This design comes from an exercise in tuning for small area, a short achievable clock period and few clock cycles per item on the open sky130 flow, not from production work.

cedar:
==> flow/design.v <==
`default_nettype none
module square_root32(
		input wire iCLOCK,
		input wire inRESET,
		input wire iDATA_REQ,
		output wire oDATA_BUSY,
		input wire [31:0] iDATA,
		output wire oDATA_VALID,
		input wire iDATA_BUSY,
		output wire [15:0] oDATA
	);
	reg b_skid_valid;
	reg [15:0] b_skid_data;
	reg b_out_valid;
	reg [15:0] b_out_data;
	wire adv = !b_skid_valid;
	reg b_v1;
	reg b_v2;
	reg b_v3;
	reg b_v4;
	reg b_v5;
	reg b_v6;
	reg b_v7;
	reg b_v8;
	wire [31:0] x0;
	reg [0:0] q1;
	reg [1:0] r1;
	reg [29:0] x1;
	wire [1:0] q2;
	wire [2:0] r2;
	wire [27:0] x2;
	reg [2:0] q3;
	reg [3:0] r3;
	reg [25:0] x3;
	wire [3:0] q4;
	wire [4:0] r4;
	wire [23:0] x4;
	reg [4:0] q5;
	reg [5:0] r5;
	reg [21:0] x5;
	wire [5:0] q6;
	wire [6:0] r6;
	wire [19:0] x6;
	reg [6:0] q7;
	reg [7:0] r7;
	reg [17:0] x7;
	wire [7:0] q8;
	wire [8:0] r8;
	wire [15:0] x8;
	reg [8:0] q9;
	reg [9:0] r9;
	reg [13:0] x9;
	wire [9:0] q10;
	wire [10:0] r10;
	wire [11:0] x10;
	reg [10:0] q11;
	reg [11:0] r11;
	reg [9:0] x11;
	wire [11:0] q12;
	wire [12:0] r12;
	wire [7:0] x12;
	reg [12:0] q13;
	reg [13:0] r13;
	reg [5:0] x13;
	wire [13:0] q14;
	wire [14:0] r14;
	wire [3:0] x14;
	reg [14:0] q15;
	reg [15:0] r15;
	reg [1:0] x15;
	wire [15:0] q16;
	assign x0 = iDATA;
	wire ge0 = (x0[31:30] != 2'b00);
	always @(posedge iCLOCK) begin
		if (adv) begin
			q1 <= {ge0};
			r1 <= (ge0 ? (x0[31:30] - 2'd1) : x0[31:30]);
			x1 <= x0[29:0];
		end
	end
	wire [3:0] t1 = {r1, x1[29:28]};
	wire [4:0] d1 = {1'b0, t1} - {2'b00, q1, 2'b01};
	wire ge1 = !d1[4];
	assign q2 = {q1, ge1};
	assign r2 = (ge1 ? d1[2:0] : t1[2:0]);
	assign x2 = x1[27:0];
	wire [4:0] t2 = {r2, x2[27:26]};
	wire [5:0] d2 = {1'b0, t2} - {2'b00, q2, 2'b01};
	wire ge2 = !d2[5];
	always @(posedge iCLOCK) begin
		if (adv) begin
			q3 <= {q2, ge2};
			r3 <= (ge2 ? d2[3:0] : t2[3:0]);
			x3 <= x2[25:0];
		end
	end
	wire [5:0] t3 = {r3, x3[25:24]};
	wire [6:0] d3 = {1'b0, t3} - {2'b00, q3, 2'b01};
	wire ge3 = !d3[6];
	assign q4 = {q3, ge3};
	assign r4 = (ge3 ? d3[4:0] : t3[4:0]);
	assign x4 = x3[23:0];
	wire [6:0] t4 = {r4, x4[23:22]};
	wire [7:0] d4 = {1'b0, t4} - {2'b00, q4, 2'b01};
	wire ge4 = !d4[7];
	always @(posedge iCLOCK) begin
		if (adv) begin
			q5 <= {q4, ge4};
			r5 <= (ge4 ? d4[5:0] : t4[5:0]);
			x5 <= x4[21:0];
		end
	end
	wire [7:0] t5 = {r5, x5[21:20]};
	wire [8:0] d5 = {1'b0, t5} - {2'b00, q5, 2'b01};
	wire ge5 = !d5[8];
	assign q6 = {q5, ge5};
	assign r6 = (ge5 ? d5[6:0] : t5[6:0]);
	assign x6 = x5[19:0];
	wire [8:0] t6 = {r6, x6[19:18]};
	wire [9:0] d6 = {1'b0, t6} - {2'b00, q6, 2'b01};
	wire ge6 = !d6[9];
	always @(posedge iCLOCK) begin
		if (adv) begin
			q7 <= {q6, ge6};
			r7 <= (ge6 ? d6[7:0] : t6[7:0]);
			x7 <= x6[17:0];
		end
	end
	wire [9:0] t7 = {r7, x7[17:16]};
	wire [10:0] d7 = {1'b0, t7} - {2'b00, q7, 2'b01};
	wire ge7 = !d7[10];
	assign q8 = {q7, ge7};
	assign r8 = (ge7 ? d7[8:0] : t7[8:0]);
	assign x8 = x7[15:0];
	wire [10:0] t8 = {r8, x8[15:14]};
	wire [11:0] d8 = {1'b0, t8} - {2'b00, q8, 2'b01};
	wire ge8 = !d8[11];
	always @(posedge iCLOCK) begin
		if (adv) begin
			q9 <= {q8, ge8};
			r9 <= (ge8 ? d8[9:0] : t8[9:0]);
			x9 <= x8[13:0];
		end
	end
	wire [11:0] t9 = {r9, x9[13:12]};
	wire [12:0] d9 = {1'b0, t9} - {2'b00, q9, 2'b01};
	wire ge9 = !d9[12];
	assign q10 = {q9, ge9};
	assign r10 = (ge9 ? d9[10:0] : t9[10:0]);
	assign x10 = x9[11:0];
	wire [12:0] t10 = {r10, x10[11:10]};
	wire [13:0] d10 = {1'b0, t10} - {2'b00, q10, 2'b01};
	wire ge10 = !d10[13];
	always @(posedge iCLOCK) begin
		if (adv) begin
			q11 <= {q10, ge10};
			r11 <= (ge10 ? d10[11:0] : t10[11:0]);
			x11 <= x10[9:0];
		end
	end
	wire [13:0] t11 = {r11, x11[9:8]};
	wire [14:0] d11 = {1'b0, t11} - {2'b00, q11, 2'b01};
	wire ge11 = !d11[14];
	assign q12 = {q11, ge11};
	assign r12 = (ge11 ? d11[12:0] : t11[12:0]);
	assign x12 = x11[7:0];
	wire [14:0] t12 = {r12, x12[7:6]};
	wire [15:0] d12 = {1'b0, t12} - {2'b00, q12, 2'b01};
	wire ge12 = !d12[15];
	always @(posedge iCLOCK) begin
		if (adv) begin
			q13 <= {q12, ge12};
			r13 <= (ge12 ? d12[13:0] : t12[13:0]);
			x13 <= x12[5:0];
		end
	end
	wire [15:0] t13 = {r13, x13[5:4]};
	wire [16:0] d13 = {1'b0, t13} - {2'b00, q13, 2'b01};
	wire ge13 = !d13[16];
	assign q14 = {q13, ge13};
	assign r14 = (ge13 ? d13[14:0] : t13[14:0]);
	assign x14 = x13[3:0];
	wire [16:0] t14 = {r14, x14[3:2]};
	wire [17:0] d14 = {1'b0, t14} - {2'b00, q14, 2'b01};
	wire ge14 = !d14[17];
	always @(posedge iCLOCK) begin
		if (adv) begin
			q15 <= {q14, ge14};
			r15 <= (ge14 ? d14[15:0] : t14[15:0]);
			x15 <= x14[1:0];
		end
	end
	wire [17:0] t15 = {r15, x15[1:0]};
	wire [18:0] d15 = {1'b0, t15} - {2'b00, q15, 2'b01};
	wire ge15 = !d15[18];
	wire [15:0] res = {q15, ge15};
	always @(posedge iCLOCK or negedge inRESET) begin
		if (!inRESET) b_v1 <= 1'b0;
		else if (adv) b_v1 <= iDATA_REQ;
	end
	always @(posedge iCLOCK or negedge inRESET) begin
		if (!inRESET) b_v2 <= 1'b0;
		else if (adv) b_v2 <= b_v1;
	end
	always @(posedge iCLOCK or negedge inRESET) begin
		if (!inRESET) b_v3 <= 1'b0;
		else if (adv) b_v3 <= b_v2;
	end
	always @(posedge iCLOCK or negedge inRESET) begin
		if (!inRESET) b_v4 <= 1'b0;
		else if (adv) b_v4 <= b_v3;
	end
	always @(posedge iCLOCK or negedge inRESET) begin
		if (!inRESET) b_v5 <= 1'b0;
		else if (adv) b_v5 <= b_v4;
	end
	always @(posedge iCLOCK or negedge inRESET) begin
		if (!inRESET) b_v6 <= 1'b0;
		else if (adv) b_v6 <= b_v5;
	end
	always @(posedge iCLOCK or negedge inRESET) begin
		if (!inRESET) b_v7 <= 1'b0;
		else if (adv) b_v7 <= b_v6;
	end
	always @(posedge iCLOCK or negedge inRESET) begin
		if (!inRESET) b_v8 <= 1'b0;
		else if (adv) b_v8 <= b_v7;
	end
	wire out_free = !b_out_valid || !iDATA_BUSY;
	always @(posedge iCLOCK or negedge inRESET) begin
		if (!inRESET) begin
			b_out_valid <= 1'b0;
			b_skid_valid <= 1'b0;
		end else if (out_free) begin
			b_out_valid <= b_skid_valid || b_v8;
			b_skid_valid <= 1'b0;
		end else if (!b_skid_valid) begin
			b_skid_valid <= b_v8;
		end
	end
	always @(posedge iCLOCK) begin
		if (out_free) b_out_data <= b_skid_valid ? b_skid_data : res;
		if (!b_skid_valid) b_skid_data <= res;
	end
	assign oDATA_BUSY = b_skid_valid;
	assign oDATA_VALID = b_out_valid;
	assign oDATA = b_out_data;
endmodule
`default_nettype wire
clock: 15.0 ns
lec_check: 0
cap_margin: 20
core_margin: 2
core_utilization: 40
slew_margin: 20
standard.sh (not shown) runs the stock make flow with config.mk's settings and CLKGATE_MAP_FILE= SYNTH_SCRIPT=/design/flow/synth_recipe.tcl, a recipe that flattens the netlist after the stock synthesis.
==> flow/flow/run.sh <==
#!/bin/bash
bash standard.sh SETUP_SLACK_MARGIN=10.5 CORE_UTILIZATION=65 BUFFER_PORTS_ARGS='-buffer_cell sky130_fd_sc_hd__buf_2' finish > standard.log 2>&1
## Diff of input files: juniper against cedar
==> flow/flow/run.sh <==
#!/bin/bash
# Standard layout, unchanged; tool output goes to standard.log.
bash standard.sh > standard.log 2>&1
Results
juniper ends up with a total number of H-tree levels that is 1 higher than in cedar. juniper completed; timing, DRC and antenna clean. Sort cedar and juniper by placed standard-cell area asc -> top: cedar. juniper vs. cedar: starting utilization of the core area saw a decrease; sequential cell count saw little to no change; final hold violation count saw little to no change. Delta (juniper minus cedar): quantity of hold-fixing buffers added after cts now sits at about the same level; total wirelength of the detailed-routed design now sits lower.
The inputs of onyx differ from those of juniper as listed below.
==> flow/flow/run.sh <==
#!/bin/bash
# Standard layout with a larger setup margin for ORFS's timing repair, so that
# repair works towards a shorter achieved period; constraints are unchanged.
bash standard.sh SETUP_SLACK_MARGIN=11.0 finish > standard.log 2>&1
## What came out
onyx completed; timing, DRC and antenna clean
Share of the clock period used by the worst path after layout is lower on onyx
juniper was smaller in final cell area than onyx.
Diff juniper -> onyx: minimum clock period saw a decrease.
Re critical path buffer and inverter count: onyx and juniper aren't equal, and the higher value belongs to juniper.
The wire length in onyx sits 11% above the value recorded for juniper.
The run with more setup slack is onyx; juniper has less.
Relative to onyx, the following input files were edited for amber:
==> flow/run.sh (new file) <==
#!/bin/bash
# synth_recipe.tcl (not shown) runs the flow's synth.tcl, then flattens the netlist and writes it again
# the make line also repeats each setting of config.mk as NAME=value (left out here)
make -C /OpenROAD-flow-scripts/flow DESIGN_CONFIG=/design/flow/config.mk WORK_HOME=/design/flow/orfs CLKGATE_MAP_FILE= SYNTH_SCRIPT=/design/flow/synth_recipe.tcl finish
removed: flow/flow/run.sh
removed: flow/standard.sh
### Flow results
- Every stage of the flow completed for amber, and the final layout passed the timing, design-rule and antenna checks.
- Total wire length improves in amber relative to onyx.
- Side by side, utilization turned out lower in amber than in onyx.
Edits applied to the flow inputs when going from amber to ember:
==> flow/flow/run.sh (new file) <==
#!/bin/bash
# Standard layout with a larger setup margin for ORFS's timing repair, so that
# repair works towards a shorter achieved period; constraints are unchanged.
bash standard.sh SETUP_SLACK_MARGIN=10.5 finish > standard.log 2>&1
==> flow/standard.sh (new file) <==
#!/bin/bash
# synth_recipe.tcl (not shown) runs the flow's synth.tcl, then flattens the netlist and writes it again
# the make line also repeats each setting of config.mk as NAME=value (left out here)
make -C /OpenROAD-flow-scripts/flow DESIGN_CONFIG=/design/flow/config.mk WORK_HOME=/design/flow/orfs CLKGATE_MAP_FILE= SYNTH_SCRIPT=/design/flow/synth_recipe.tcl "${@:-finish}"
removed: flow/run.sh
Notes after the runs:
ember against amber: number of antenna violations at the first check in global routing flat, length of the first detailed-routing pass in iterations shows a reduction of 1.
In ember the number of nets in the final layout turned out 38 higher than in amber.
Of amber and ember, the higher share of the cycle needed by the critical path after routing belongs to amber.
In terms of area of all sequential standard cells, ember and amber differ only marginally.
ember ends up with higher buffer count from post-CTS setup fixing than amber does.
Function was not checked in any run of this note: the RTL went through the layout flow alone.

-- static timing again, ports no longer ideal --
In the flow no input, the clock included, has a driving cell. The finished layouts below were timed again as built, in two steps.
Step 1: set_driving_cell puts a clkbuf_16 on iCLOCK and a buf_2 on each other input, an assumption about the parent block.
Step 2 times the ports against the registers' clock, not the clock port: input delays grow and output delays shrink by t, the midpoint of the rising clock arrivals with the driver on.
Three values: ideal, step 1, step 2; two values: the first two.
| run | t, ns | setup WS [ns] | clock arrival spread, ns |
|---|---|---|---|
| cedar | 0.599 | 10.570 / 10.570 / 10.570 | 0.015 / 0.016 |
| juniper | 0.588 | 9.149 / 9.149 / 9.149 | 0.034 / 0.034 |
| onyx | 0.593 | 10.828 / 10.828 / 10.679 | 0.025 / 0.025 |
| amber | 0.588 | 9.149 / 9.149 / 9.149 | 0.034 / 0.034 |
| ember | 0.580 | 10.604 / 10.550 / 10.638 | 0.024 / 0.024 |
After both steps setup and hold are still met in every run listed. The setup slack of onyx, which loses most, moves by 0.000 ns with the drivers and by -0.149 ns with both steps.
